This design comes from an exercise in tuning for small area, a short achievable clock period and few clock cycles on the open sky130 flow, not from production work. Only simulation tests tie the RTL to the original design; equivalence was not proved. The clock port is modelled as an ideal driver; clocking choices that lean on that would not hold on a real chip.

Design poly1305, start of the top module:
module poly1305(
  input rst_ni,
  input clk,
  input [127:0] r,
  input [127:0] s,
  input [127:0] m,
  input fb,
  input ld,
  input first,
  output [127:0] p,
  output rdy);
clock: 12.0 ns
lec_check: 0
cap_margin: 50
cell_pad_in_sites_detail_placement: 1
core_margin: 2
core_utilization: 40
place_density: 0.6
setup_slack_margin: 5
slew_margin: 70
synth_hierarchical: 1
standard.sh (not shown) runs the stock make flow with config.mk's settings and CLKGATE_MAP_FILE= SYNTH_SCRIPT=/design/flow/synth_recipe.tcl, a recipe that flattens the netlist after the stock synthesis.
==> flow/flow/run.sh <==
#!/bin/bash
# Standard layout with extra setup-repair passes after placement and after CTS.
# Each tool's full output goes to its own log in this folder.
set -euo pipefail
R=orfs/results/sky130hd/poly1305/base
MARGIN=${REPAIR_MARGIN:-7}
bash standard.sh synth > 1_synth.log 2>&1
bash standard.sh floorplan > 2_floorplan.log 2>&1
bash standard.sh place > 3_place.log 2>&1
STAGE_ODB=$R/3_place.odb STAGE_SDC=$R/3_place.sdc MARGIN=$MARGIN PAD=1 \
  openroad -exit -no_init flow/repair.tcl > 3_extra_repair.log 2>&1
bash standard.sh cts > 4_cts.log 2>&1
STAGE_ODB=$R/4_cts.odb STAGE_SDC=$R/4_cts.sdc MARGIN=$MARGIN PAD=1 PROPAGATED=1 \
  openroad -exit -no_init flow/repair.tcl > 4_extra_repair.log 2>&1
bash standard.sh finish > 5_finish.log 2>&1
==> flow/flow/repair.tcl <==
# Extra setup repair on a placed (or clock-tree) database, then re-legalize.
# env: STAGE_ODB, STAGE_SDC, MARGIN, PAD
read_liberty $::env(FLOW_HOME)/platforms/sky130hd/lib/sky130_fd_sc_hd__tt_025C_1v80.lib
read_db $::env(STAGE_ODB)
read_sdc $::env(STAGE_SDC)
source $::env(FLOW_HOME)/platforms/sky130hd/setRC.tcl
if {[info exists ::env(PROPAGATED)]} { set_propagated_clock [all_clocks] }
set_dont_use [list sky130_fd_sc_hd__probe_p_8 sky130_fd_sc_hd__probec_p_8 sky130_fd_sc_hd__lpflow_*]
estimate_parasitics -placement
report_worst_slack
report_design_area
repair_timing -setup -setup_margin $::env(MARGIN) -verbose
if {[info exists ::env(PROPAGATED)]} { repair_timing -hold -hold_margin 0.05 -verbose }
set_placement_padding -global -left $::env(PAD) -right $::env(PAD)
detailed_placement
check_placement -verbose
estimate_parasitics -placement
report_worst_slack
report_design_area
write_db $::env(STAGE_ODB)
Testbench counts at the start, summed over its fixed seeds: cycles 5,624.
==> next run, changes <==
==> flow/run.sh (new file) <==
#!/bin/bash
# synth_recipe.tcl (not shown) runs the flow's synth.tcl, then flattens the netlist and writes it again
# the make line also repeats each setting of config.mk as NAME=value (left out here)
make -C /OpenROAD-flow-scripts/flow DESIGN_CONFIG=/design/flow/config.mk WORK_HOME=/design/flow/orfs CLKGATE_MAP_FILE= SYNTH_SCRIPT=/design/flow/synth_recipe.tcl finish
removed: flow/flow/run.sh
removed: flow/flow/repair.tcl
removed: flow/standard.sh
Effect: The new run finished clean; die area does not change; hold slack hardly moves; worst setup slack loses 290 ps; final cell count came out lower by 0.32%; critical path depth stays the same; count of clock-buffer cells in the layout came out higher by 5; via count came out lower by 0.46%; utilization came out lower by 0.38 points.

* * *

== build 71 ==
Another version of the RTL of poly1305 (not shown whole).
Size in the first run: roughly 9,600 cells after synthesis, about 520 I/O pins, ~0.10 mm2 of cells after synthesis.
export LEC_CHECK = 0
export CAP_MARGIN = 50
export CELL_PAD_IN_SITES_DETAIL_PLACEMENT = 1
export CELL_PAD_IN_SITES_GLOBAL_PLACEMENT = 1
export CORE_MARGIN = 2
export CORE_UTILIZATION = 30
export GPL_ROUTABILITY_DRIVEN = 1
export PLACE_DENSITY = 0.45
export SETUP_SLACK_MARGIN = 5
export SLEW_MARGIN = 70
export SYNTH_HIERARCHICAL = 1
create_clock -name core_clock -period 12.0 [get_ports {clk}]
run.sh (not shown) runs the stock make flow with config.mk's settings and CLKGATE_MAP_FILE= SYNTH_SCRIPT=/design/flow/synth_recipe.tcl, a recipe that flattens the netlist after the stock synthesis.
Stock flow here: none of the scripts above is used.
Build 71: PASS, flow complete, no timing, DRC or antenna violations
Testbench counts of build 71, summed over its fixed seeds: cycles 5,624.
> inputs changed (build 71 -> build 89)
==> flow/flow/run.sh (new file) <==
#!/bin/bash
# Standard layout (standard.sh), with two changes to how it is made:
#  - the port buffers are sky130_fd_sc_hd__buf_2 cells (every port is still buffered);
#  - extra setup repair passes (repair_timing) after placement and after CTS;
#  - delay cells (clkdlybuf4s*, dlygate*, dlymetal*) are not used for buffering.
# Each tool's full output goes to its own log in this folder.
set -euo pipefail
R=orfs/results/sky130hd/poly1305/base
MARGIN=${REPAIR_MARGIN:-7}
export BUFFER_PORTS_ARGS="-buffer_cell sky130_fd_sc_hd__buf_2"
export DONT_USE_CELLS="sky130_fd_sc_hd__clkdlybuf4s15_1 sky130_fd_sc_hd__clkdlybuf4s15_2 sky130_fd_sc_hd__clkdlybuf4s18_1 sky130_fd_sc_hd__clkdlybuf4s18_2 sky130_fd_sc_hd__clkdlybuf4s25_1 sky130_fd_sc_hd__clkdlybuf4s25_2 sky130_fd_sc_hd__clkdlybuf4s50_1 sky130_fd_sc_hd__clkdlybuf4s50_2 sky130_fd_sc_hd__dlygate4sd1_1 sky130_fd_sc_hd__dlygate4sd2_1 sky130_fd_sc_hd__dlygate4sd3_1 sky130_fd_sc_hd__dlymetal6s2s_1 sky130_fd_sc_hd__dlymetal6s4s_1 sky130_fd_sc_hd__dlymetal6s6s_1"
bash standard.sh synth > 1_synth.log 2>&1
bash standard.sh floorplan > 2_floorplan.log 2>&1
bash standard.sh place > 3_place.log 2>&1
STAGE_ODB=$R/3_place.odb STAGE_SDC=$R/3_place.sdc MARGIN=$MARGIN PAD=1 \
  openroad -exit -no_init flow/repair.tcl > 3_extra_repair.log 2>&1
bash standard.sh cts > 4_cts.log 2>&1
STAGE_ODB=$R/4_cts.odb STAGE_SDC=$R/4_cts.sdc MARGIN=$MARGIN PAD=1 PROPAGATED=1 \
  openroad -exit -no_init flow/repair.tcl > 4_extra_repair.log 2>&1
bash standard.sh finish > 5_finish.log 2>&1
==> flow/flow/repair.tcl (new file) <==
# Extra setup repair on a placed (or clock-tree) database, then re-legalize.
# env: STAGE_ODB, STAGE_SDC, MARGIN, PAD
read_liberty $::env(FLOW_HOME)/platforms/sky130hd/lib/sky130_fd_sc_hd__tt_025C_1v80.lib
read_db $::env(STAGE_ODB)
read_sdc $::env(STAGE_SDC)
source $::env(FLOW_HOME)/platforms/sky130hd/setRC.tcl
if {[info exists ::env(PROPAGATED)]} { set_propagated_clock [all_clocks] }
set_dont_use [list sky130_fd_sc_hd__probe_p_8 sky130_fd_sc_hd__probec_p_8 sky130_fd_sc_hd__lpflow_* sky130_fd_sc_hd__clkdlybuf4s* sky130_fd_sc_hd__dlygate* sky130_fd_sc_hd__dlymetal*]
estimate_parasitics -placement
report_worst_slack
report_design_area
repair_timing -setup -setup_margin $::env(MARGIN) -verbose
if {[info exists ::env(PROPAGATED)]} { repair_timing -hold -hold_margin 0.05 -verbose }
set_placement_padding -global -left $::env(PAD) -right $::env(PAD)
detailed_placement
check_placement -verbose
estimate_parasitics -placement
report_worst_slack
report_design_area
write_db $::env(STAGE_ODB)
==> flow/standard.sh (new file) <==
#!/bin/bash
# synth_recipe.tcl (not shown) runs the flow's synth.tcl, then flattens the netlist and writes it again
# the make line also repeats each setting of config.mk as NAME=value (left out here)
make -C /OpenROAD-flow-scripts/flow DESIGN_CONFIG=/design/flow/config.mk WORK_HOME=/design/flow/orfs CLKGATE_MAP_FILE= SYNTH_SCRIPT=/design/flow/synth_recipe.tcl "${@:-finish}"
removed: flow/run.sh
## What came out
- Of build 71 and build 89, build 89 shows the higher sequential share of layout area, with build 71 below it.
- Worst setup slack up 0.35 ns in build 89 wrt build 71
- | total area of sequential cells | build 89 vs build 71 | ≈ equal |
- Changes observed in build 89 relative to build 71: non-clock buffer count climbed 5.4%; routed wire length barely changed; maximum clock frequency climbed 13 MHz.
- Build 89 against build 71; routed length per placed instance is down slightly.
- [compare] base=build 71 new=build 89: all-layer global routing usage neither gained nor lost much, global-route wire length before repair neither gained nor lost much, via count of the first global-routing pass picked up an extra 494.
Inputs modified between build 89 and build 55:
-- flow/flow/run.sh --
<<< build 89, line 5
#  - delay cells (clkdlybuf4s*, dlygate*, dlymetal*) are not used for buffering.
>>> build 55, line 5
#  - in those passes, delay cells (clkdlybuf4s*, dlygate*, dlymetal*) left as buffers by
#    earlier repair steps are swapped for sky130_fd_sc_hd__buf_2.
<<< build 89, line 11
export DONT_USE_CELLS="sky130_fd_sc_hd__clkdlybuf4s15_1 sky130_fd_sc_hd__clkdlybuf4s15_2 sky130_fd_sc_hd__clkdlybuf4s18_1 sky130_fd_sc_hd__clkdlybuf4s18_2 sky130_fd_sc_hd__clkdlybuf4s25_1 sky130_fd_sc_hd__clkdlybuf4s25_2 sky130_fd_sc_hd__clkdlybuf4s50_1 sky130_fd_sc_hd__clkdlybuf4s50_2 sky130_fd_sc_hd__dlygate4sd1_1 sky130_fd_sc_hd__dlygate4sd2_1 sky130_fd_sc_hd__dlygate4sd3_1 sky130_fd_sc_hd__dlymetal6s2s_1 sky130_fd_sc_hd__dlymetal6s4s_1 sky130_fd_sc_hd__dlymetal6s6s_1"
>>> build 55, line 12
-- flow/flow/repair.tcl --
<<< build 89, line 9
>>> build 55, line 9
# swap delay-cell buffers left by earlier repair steps for plain buffers
set nswap 0
foreach inst [[ord::get_db_block] getInsts] {
  set m [[$inst getMaster] getName]
  if {[string match "sky130_fd_sc_hd__clkdlybuf4s*" $m] || [string match "sky130_fd_sc_hd__dlygate*" $m] || [string match "sky130_fd_sc_hd__dlymetal*" $m]} {
    replace_cell [get_cells [$inst getName]] sky130_fd_sc_hd__buf_2
    incr nswap
  }
}
puts "swapped $nswap delay cells"
Results
Compared with build 89, in build 55 clock period minus worst slack -0.015 ns; overall die height barely changed.
Edits applied to the flow inputs when going from build 55 to build 21:
Settings: SLEW_MARGIN changed from 70 to 30; CAP_MARGIN changed from 50 to 20.
-- flow/flow/run.sh --
<<< build 55, line 2
# Standard layout (standard.sh), with two changes to how it is made:
>>> build 21, line 2
# Standard layout (standard.sh), with these changes to how it is made:
Notes after the runs:
Build 21: PASS, flow complete, no timing, DRC or antenna violations. Build 55: full flow OK, the timing, design-rule and antenna checks passed. Relative to build 55, number of search-and-repair iterations in the first detailed-routing pass increased by 4 in build 21. Higher via count of the first global-routing pass was reported by build 55, not build 21. Placed instance count: build 21 lower than build 55. Taking build 55 as the reference point, the total track usage of build 21 falls by 0.19 points.
Input-level comparison between build 20 and build 21:
-- flow/flow/run.sh --
<<< build 21, line 10
MARGIN=${REPAIR_MARGIN:-7}
>>> build 20, line 10
MARGIN=${REPAIR_MARGIN:-6.5}
Results
Layout overhead on the synthesized area, build 20 and build 21: lower on build 20
Between build 20 and build 21, it is build 20 whose register-to-register slack is lower, by 0.42 ns.
Side by side, area share of buffers outside the clock network turned out lower in build 20 than in build 21.

==> static timing again, ports no longer ideal <==
The results above use ideal ports. As a check the final layouts listed here were re-extracted and re-timed, cells and wires unchanged.
Step 1 sets driving cells, clkbuf_16 on the clock port and buf_2 on the other inputs (assumed; they add their load-dependent delay and slew).
Step 2 moves the port delays by t, midway between the first and last clock arrival at a register: inputs arrive t later, outputs are due t later. That takes back most of the time a late clock gives input paths.
Three values: ideal ports, drivers, drivers and shift; two values: the first two.
| run | shift t [ns] | slack for setup (ns) | latest minus earliest clock arrival (ns) | slew at the worst register clock pin (ns) | cell pins on the clock port's net |
|---|---|---|---|---|---|
| the first run of note 1 | 0.932 | 6.729 / 6.729 / 6.729 | 0.112 / 0.112 | 0.07 / 0.07 | 1 |
| the second run of note 1 | 0.944 | 6.438 / 6.438 / 6.144 | 0.072 / 0.072 | 0.07 / 0.07 | 1 |
| build 71 | 0.942 | 6.718 / 6.718 / 5.897 | 0.072 / 0.072 | 0.07 / 0.07 | 1 |
| build 89 | 1.008 | 7.067 / 7.067 / 6.527 | 0.088 / 0.089 | 0.07 / 0.07 | 1 |
| build 55 | 1.012 | 7.082 / 7.082 / 6.531 | 0.091 / 0.091 | 0.07 / 0.07 | 1 |
| build 21 | 0.952 | 7.036 / 7.036 / 6.677 | 0.074 / 0.075 | 0.07 / 0.07 | 1 |
| build 20 | 0.949 | 6.615 / 6.615 / 6.449 | 0.078 / 0.078 | 0.07 / 0.07 | 1 |
After both steps every run listed still meets setup and hold. For build 71, which loses most, drivers alone change the setup slack by 0.000 ns; drivers and shift together by -0.821 ns.
